Source: an optimization exercise on an open RTL-to-GDS flow (aim: small area, a short achievable clock period and few clock cycles). Production flows keep margins and buffers that such runs may drop. Function not checked in this run: the RTL went through the layout flow alone.

<file path="flow/design.v">
module gf_mul (
    input  logic [9:0] a,
    input  logic [9:0] b,
    output logic [9:0] y
);
    logic [9:0] ap [0:9];
    always_comb begin
        ap[0] = a;
        for (int j = 1; j < 10; j++)
            ap[j] = {ap[j-1][8:0], 1'b0} ^ (ap[j-1][9] ? 10'h009 : 10'h000);
        y = 10'd0;
        for (int j = 0; j < 10; j++)
            if (b[j]) y = y ^ ap[j];
    end
endmodule
module rs_dec_kes (
    input  logic        clk,
    input  logic        rst_n,
    input  logic        start,
    input  logic [299:0] syndromes_in_flat,
    output logic        done,
    output logic [159:0] lambda_flat,
    output logic [159:0] omega_flat
);
    localparam logic [1:0] IDLE = 2'd0, RUN = 2'd1, OMG = 2'd2, FIN = 2'd3;
    logic [9:0] S [0:29];
    always_comb for (int n = 0; n < 30; n++) S[n] = syndromes_in_flat[10*n +: 10];
    logic [1:0] st;
    logic       ph;            
    logic [4:0] cnt;           
    logic [4:0] L;
    logic [9:0] gam;           
    logic [9:0] dreg;          
    logic [9:0] lam [0:15];
    logic [9:0] b   [0:14];    
    logic [9:0] t   [0:7];     
    logic [9:0] w   [0:15];    
    wire pb = (st == RUN) && ph;    
    logic [9:0] pp [0:15];
    logic [9:0] qq [0:7];
    for (genvar i = 0; i < 16; i++) begin : gp
        logic [9:0] xa, yb;
        if (i == 0) begin : c0
            assign xa = lam[0];
            assign yb = w[0];
        end else if (i < 8) begin : c1
            assign xa = pb ? b[i-1] : lam[i];
            assign yb = pb ? dreg   : w[i];
        end else begin : c2
            assign xa = lam[i];
            assign yb = pb ? gam : w[i];
        end
        gf_mul u (.a(xa), .b(yb), .y(pp[i]));
    end
    wire [9:0] qa = pb ? dreg : gam;
    for (genvar m = 0; m < 8; m++) begin : gq
        wire [9:0] qb = pb ? b[m+7] : lam[m];
        gf_mul u (.a(qa), .b(qb), .y(qq[m]));
    end
    logic [9:0] delta;
    always_comb begin
        delta = 10'd0;
        for (int i = 0; i < 16; i++) delta = delta ^ pp[i];
    end
    logic [9:0] lnx [0:15];
    always_comb begin
        lnx[0] = t[0];
        for (int i = 1; i < 8; i++) lnx[i] = t[i] ^ pp[i];
        for (int i = 8; i < 16; i++) lnx[i] = pp[i] ^ qq[i-8];
    end
    wire last_k = (cnt == 5'd29);
    wire upd = (dreg != 10'd0) && ({L, 1'b0} <= {1'b0, cnt});
    wire om0 = (st == OMG) && (cnt[2:0] == 3'd0);
    logic [9:0] rp, rq;
    always_comb begin
        case (st == OMG ? cnt[2:0] : 3'd7)
            3'd0: begin rp = S[6]; rq = S[14]; end
            3'd1: begin rp = S[5]; rq = S[13]; end
            3'd2: begin rp = S[4]; rq = S[12]; end
            3'd3: begin rp = S[3]; rq = S[11]; end
            3'd4: begin rp = S[2]; rq = S[10]; end
            3'd5: begin rp = S[1]; rq = S[9];  end
            3'd6: begin rp = S[0]; rq = S[8];  end
            default: begin rp = S[7]; rq = 10'd0; end
        endcase
    end
    wire [9:0] snext = S[cnt + 5'd1];
    wire s0nz = (S[0] != 10'd0);
    wire s1nz = (S[1] != 10'd0);
    always_ff @(posedge clk or negedge rst_n) begin
        if (!rst_n) begin
            st  <= IDLE;
            ph  <= 1'b0;
            cnt <= 5'd0;
        end else begin
            case (st)
                RUN: begin
                    ph <= ~ph;
                    if (ph) begin
                        cnt <= last_k ? 5'd0 : cnt + 5'd1;
                        if (last_k) st <= OMG;
                    end
                end
                OMG: begin
                    cnt <= cnt + 5'd1;
                    if (cnt[2:0] == 3'd7) st <= FIN;
                end
                default: begin
                    ph <= 1'b0;
                    if (start) begin st <= RUN; cnt <= 5'd2; end
                    else st <= IDLE;
                end
            endcase
        end
    end
    always_ff @(posedge clk) begin
        case (st)
            RUN: begin
                if (!ph) begin
                    dreg <= delta;
                    for (int m = 0; m < 8; m++) t[m] <= qq[m];
                    if (last_k) for (int i = 0; i < 16; i++) w[i] <= S[7];
                    else begin
                        w[0] <= snext;
                        for (int i = 1; i < 16; i++) w[i] <= w[i-1];
                    end
                end else begin
                    for (int i = 0; i < 16; i++) lam[i] <= lnx[i];
                    if (upd) begin
                        for (int i = 0; i < 15; i++) b[i] <= lam[i];
                        L <= cnt + 5'd1 - L;
                    end else begin
                        b[0] <= 10'd0;
                        for (int i = 1; i < 15; i++) b[i] <= b[i-1];
                    end
                    if (last_k) gam <= 10'd0;
                    else if (upd) gam <= dreg;
                end
            end
            OMG: begin
                for (int i = 0; i < 15; i++)
                    b[i] <= ((i > 0 && !om0) ? b[i-1] : 10'd0) ^ pp[i];
                for (int m = 0; m < 7; m++)
                    t[m] <= (m > 0 ? t[m-1] : 10'd0) ^ qq[m];
                for (int i = 0; i < 16; i++) w[i] <= rp;
                gam <= rq;
            end
            default: begin
                if (start) begin
                    for (int i = 0; i < 16; i++) lam[i] <= 10'd0;
                    for (int i = 0; i < 15; i++) b[i] <= 10'd0;
                    lam[0] <= s0nz ? S[0] : 10'd1;
                    lam[1] <= s0nz ? S[1] : 10'd0;
                    lam[2] <= s0nz ? 10'd0 : S[1];
                    b[0]   <= (!s0nz && s1nz) ? 10'd1 : 10'd0;
                    b[1]   <= s0nz ? 10'd1 : 10'd0;
                    b[2]   <= (!s0nz && !s1nz) ? 10'd1 : 10'd0;
                    gam    <= s0nz ? S[0] : (s1nz ? S[1] : 10'd1);
                    L      <= s0nz ? 5'd1 : (s1nz ? 5'd2 : 5'd0);
                    w[0] <= S[2]; w[1] <= S[1]; w[2] <= S[0];
                    for (int i = 3; i < 16; i++) w[i] <= 10'd0;
                end
            end
        endcase
    end
    assign done = (st == FIN);
    always_comb begin
        for (int n = 0; n < 16; n++) lambda_flat[10*n +: 10] = lam[n];
        omega_flat[9:0] = lam[0];
        for (int j = 1; j < 16; j++)
            omega_flat[10*j +: 10] = lam[j] ^ b[j-1] ^ (j >= 9 ? t[j-9] : 10'd0);
    end
endmodule
</file>
<file path="flow/run.sh">
#!/bin/bash
# synth_recipe.tcl (not shown) runs the flow's synth.tcl, then flattens the netlist and writes it again
# the make line also repeats each setting of config.mk as NAME=value (left out here)
make -C /OpenROAD-flow-scripts/flow DESIGN_CONFIG=/design/flow/config.mk WORK_HOME=/design/flow/orfs CLKGATE_MAP_FILE= SYNTH_SCRIPT=/design/flow/synth_recipe.tcl finish
</file>
<file path="flow/constraint.sdc">
create_clock -name core_clock -period 9.0 [get_ports {clk}]
set_input_delay 1.8000 -clock core_clock [delete_from_list [all_inputs] [get_ports {clk}]]
set_output_delay 1.8000 -clock core_clock [all_outputs]
set_load 0.01 [all_outputs]
</file>
<file path="flow/config.mk">
export PLATFORM = sky130hd
export DESIGN_NAME = rs_dec_kes
export DESIGN_NICKNAME = rs_dec_kes
export VERILOG_FILES = /design/flow/design.v
export SDC_FILE = /design/flow/constraint.sdc
export NUM_CORES = 8
export LEC_CHECK = 0
export CAP_MARGIN = 35
export CORE_MARGIN = 2
export CORE_UTILIZATION = 40
export SLEW_MARGIN = 35
</file>
==> Flow_metrics.wiki <==
{| class="wikitable"
! Metric !! Value
|-
| Status || finished clean
|-
| Die area || between 0.15 and 0.2 mm^2
|-
| Unrepaired setup endpoints after global routing || no
|-
| Initial antenna violation count || 30
|-
| Synthesized netlist net count || between 10000 and 15000
|-
| Core region area || 0.1946 mm^2
|-
| Max-Slew Margin vs Limit || 0.2710
|-
| Clock tree from TritonCTS || done
|-
| Distinct cell type count of the synthesized netlist || 87
|-
| Post-synthesis async set-or-reset flop share || 0.01372
|-
| Largest area contributor in the synthesized netlist || sky130_fd_sc_hd__edfxtp_1
|-
| Syn Std Cell Area || between 0.07 and 0.08 mm^2
|-
| Worst skew pair latency || between 0.7 and 0.8 ns
|-
| Number of pins with negative max-slew slack in the final report || 0
|-
| Area growth, synth to finish || 14.71%
|-
| Critical register-to-register path startpoint || st[1]
|-
| Total number of nets in the final design || 10270
|-
| Setup violation total in the final timing report || 0
|-
| Detailed router's first-iteration violation count || between 10000 and 15000
|-
| Routed wirelength normalized by instance count || roughly 37 um
|-
| Final min period || 6.434 ns
|-
| Post-route antenna net violation count || 0
|-
| CTS clk-pin slew, worst paths || around 0.06 ns
|-
| Worst hold slack across all endpoints || ~0.55 ns
|-
| CTS resizes || 0
|-
| First-pass DRT Iterations || 10
|-
| Fraction of layout instances using a drive strength above 1 || 0.08547
|-
| Commonest register cell after synthesis || sky130_fd_sc_hd__edfxtp_1
|-
| Chip Width || 446.2 um
|-
| FMAX || around 160 MHz
|-
| Sinks on Clock Net || 583
|-
| Max-cap violation count || 0
|-
| Number of design rule violations left after detail routing || 0
|-
| Top-level port count || about 620
|-
| Most common library cell in the layout ignoring fill and taps || sky130_fd_sc_hd__xnor2_1
|-
| Global router's overall resource usage || 0.4513
|-
| Grt total ovfl || 0
|-
| Number of global-route vias before repair || ~75000
|-
| Flip-flop and latch count after synthesis || between 500 and 600
|-
| Post-Syn Instances || between 9000 and 10000
|-
| Seq/Total Area, Yosys || 0.2233
|-
| DPL Wire Length || roughly 340000 um
|-
| Vias || 83400
|-
| Critical Path AT || approximately 6.9 ns
|-
| Count of final hold-check violations || 0
|-
| Vias per cell || roughly 6.6
|-
| Critical path startpoint || st[1]
|-
| Buffers inserted during post-CTS setup optimization || 0
|-
| Class of the tightest hold or removal check || reg2reg
|-
| Critical Path Fanout Max || between 100 and 150
|-
| Cell at the root of the clock tree || sky130_fd_sc_hd__clkbuf_16
|-
| Number of buffers inserted by hold repair at cts || 0
|-
| Die Y || approximately 450 um
|-
| Routability cong. || about 1.1
|-
| Worst-margin pin slew || 1.093 ns
|-
| Wire length of the first global-routing pass || 633100 um
|-
| Critical hold path startpoint || cnt[3]
|-
| Count of flip-flops with a built-in enable after synthesis || approximately 580
|-
| Mean instance size in the synthesized netlist || ~8 um^2
|-
| Most frequent cells in the layout || 1645 x sky130_fd_sc_hd__xnor2_1, 1143 x sky130_fd_sc_hd__nor2_1, 1009 x sky130_fd_sc_hd__nand2_1
|-
| Clk_skew || ~0.047 ns
|-
| Port-buffer cells || about 620
|-
| Total Routed Length || roughly 470000 um
|-
| H-tree level count || 3
|-
| Inserted Clock Buffers || between 70 and 80
|-
| Warning count from the yosys run || 17
|-
| Max clock buf depth || 3
|-
| Biggest area contributors in the synthesized netlist || sky130_fd_sc_hd__edfxtp_1 22%, sky130_fd_sc_hd__xnor2_1 19%, sky130_fd_sc_hd__xor2_1 8.9%, sky130_fd_sc_hd__o21ai_0 5.7%, sky130_fd_sc_hd__nor2_1 5.5%
|-
| Number of standard-cell rows in the floorplan || roughly 160
|-
| Startpoint Class || register
|-
| Final worst path period share || 0.7149
|-
| Crit Path Category || reg2reg
|-
| Required @ worst endpoint || between 9 and 10 ns
|-
| Initial Util || 0.4020
|-
| Worst hold stages || 2
|-
| Setup_tns || 0 ns
|-
| Length in cells of the worst reg-to-reg path || 12
|-
| Pin count of the biggest net entering global routing || around 150
|-
| Kind of end point of the critical path || register
|-
| Proportion of netlist area held by the largest area contributor || 0.2207
|}
-- sequential cells by signal (all words and copies together), names as in the netlist --
| name | cells |
|---|---|
| b | 150 |
| lam | 160 |
| st | 2 |
| dreg | 10 |
| ph | 1 |
| t | 80 |
| gam | 10 |
| L | 5 |
| w | 160 |
| cnt | 5 |
-- stage by stage --
step | setup slack [ns] | util | std cells | cell area (um^2)
6_report | 2.566 | 0.4612 | 12580 | 89740
5_1_grt | 2.567 | 0.4608 | 12550 | 89660
4_1_cts | 2.684 | 0.4598 | 12540 | 89470
3_5_place_dp | 2.764 | 0.4467 | 12400 | 86910
3_3_place_gp | 2.690 | 0.4445 | 12380 | 86490
2_1_floorplan | 1.455 | - | 9788 | 78240
-- cells by family (layout without fill, tap and decap cells) --
family                   Yosys count  count (layout)  share of synthesized area
AND/OR/NAND/NOR                 2863            2863                     0.1589
XOR/XNOR                        2681            2681                     0.3339
AO/OA/AOI/OAI                   2437            2437                     0.1973
buffers and inverters           1027            1242                    0.05940
flip-flops                       583             583                     0.2233
multiplexers                     178             178                    0.02396
adder cells (fa/ha/maj)           19              19                   0.003135
other                              0              36                          0
-- area by class of cell --
class	count	area, um^2
Clock inverter	48	544.3
Tap cell	2542	3181
Timing Repair Buffer	979	9136
Sequential cell	583	17470
Multi-Input combinational cell	8178	56840
Clock buffer	91	2011
Inverter	124	470.5
Fill cell	19120	104800
Antenna cell	36	90.09
-- routing by layer --
layer | global-route usage | vias up | part of all wire
met4 | 0.2845 | 16 | 0.077
li1 | - | 34090 | -
met5 | 0.0007326 | - | 0.00022
met2 | 0.6177 | 7105 | 0.39
met1 | 0.5967 | 40810 | 0.38
met3 | 0.1608 | 1377 | 0.15
-- cell usage after synthesis (78+ instances only) --
library cell / n
sky130_fd_sc_hd__nand4_1: 78
sky130_fd_sc_hd__a21oi_1: 404
sky130_fd_sc_hd__a22oi_1: 148
sky130_fd_sc_hd__a21boi_1: 78
sky130_fd_sc_hd__a21boi_0: 80
sky130_fd_sc_hd__nor2_1: 1153
sky130_fd_sc_hd__and2_1: 135
sky130_fd_sc_hd__xor2_1: 793
sky130_fd_sc_hd__clkbuf_1: 613
sky130_fd_sc_hd__a31oi_1: 128
sky130_fd_sc_hd__inv_1: 123
sky130_fd_sc_hd__nand2_1: 1012
sky130_fd_sc_hd__nor3_1: 86
sky130_fd_sc_hd__o22ai_1: 162
sky130_fd_sc_hd__o21ai_0: 886
sky130_fd_sc_hd__and3_1: 90
sky130_fd_sc_hd__buf_2: 126
sky130_fd_sc_hd__xnor3_1: 173
sky130_fd_sc_hd__nand3_1: 96
sky130_fd_sc_hd__edfxtp_1: 575
sky130_fd_sc_hd__xnor2_1: 1688
sky130_fd_sc_hd__mux2i_1: 108
-- worst max-delay path: stages, from the launching register on --
cell and delay, ns:
sky130_fd_sc_hd__dfrtp_1 0.44, sky130_fd_sc_hd__inv_1 0.12, sky130_fd_sc_hd__ha_4 0.52, sky130_fd_sc_hd__buf_12 0.48, sky130_fd_sc_hd__nand3_1 0.80, sky130_fd_sc_hd__a2111oi_0 0.74, sky130_fd_sc_hd__a21o_1 0.14, sky130_fd_sc_hd__a22oi_1 0.08
sky130_fd_sc_hd__xnor2_1 0.19, sky130_fd_sc_hd__xnor3_1 0.95, sky130_fd_sc_hd__xnor3_1 0.65, sky130_fd_sc_hd__xnor3_1 0.48, sky130_fd_sc_hd__xnor3_1 0.38
-- final timing paths --
check                      slack, ns       to
hold / removal                  0.55   cnt[3]
hold reg to reg                 0.55   cnt[3]
setup / recovery                2.57  dreg[5]
min in group asynchronous       1.47   cnt[0]
max in group asynchronous       6.98       ph
setup reg to reg                2.57  dreg[5]

==> port drivers added, routing unchanged <==
The results above use ideal ports. As a check the final layout listed here was re-extracted and re-timed, cells and wires unchanged. Step 1 sets driving cells, clkbuf_16 on the clock port and buf_2 on the other inputs (assumed; they add their load-dependent delay and slew). Step 2 times the ports against the registers' clock, not the clock port: input delays grow and output delays shrink by t, the midpoint of the rising clock arrivals with the driver on. a / b / c = ideal / step 1 / step 2; a / b = the first two.
shift t [ns]: 0.841
setup WS [ns]: 2.566 / 2.566 / 2.566
worst slew at a driven data input, ns: 0.13
After both steps setup and hold are still met in this run. For this run, drivers alone change the setup slack by 0.000 ns; drivers and shift together by 0.000 ns.
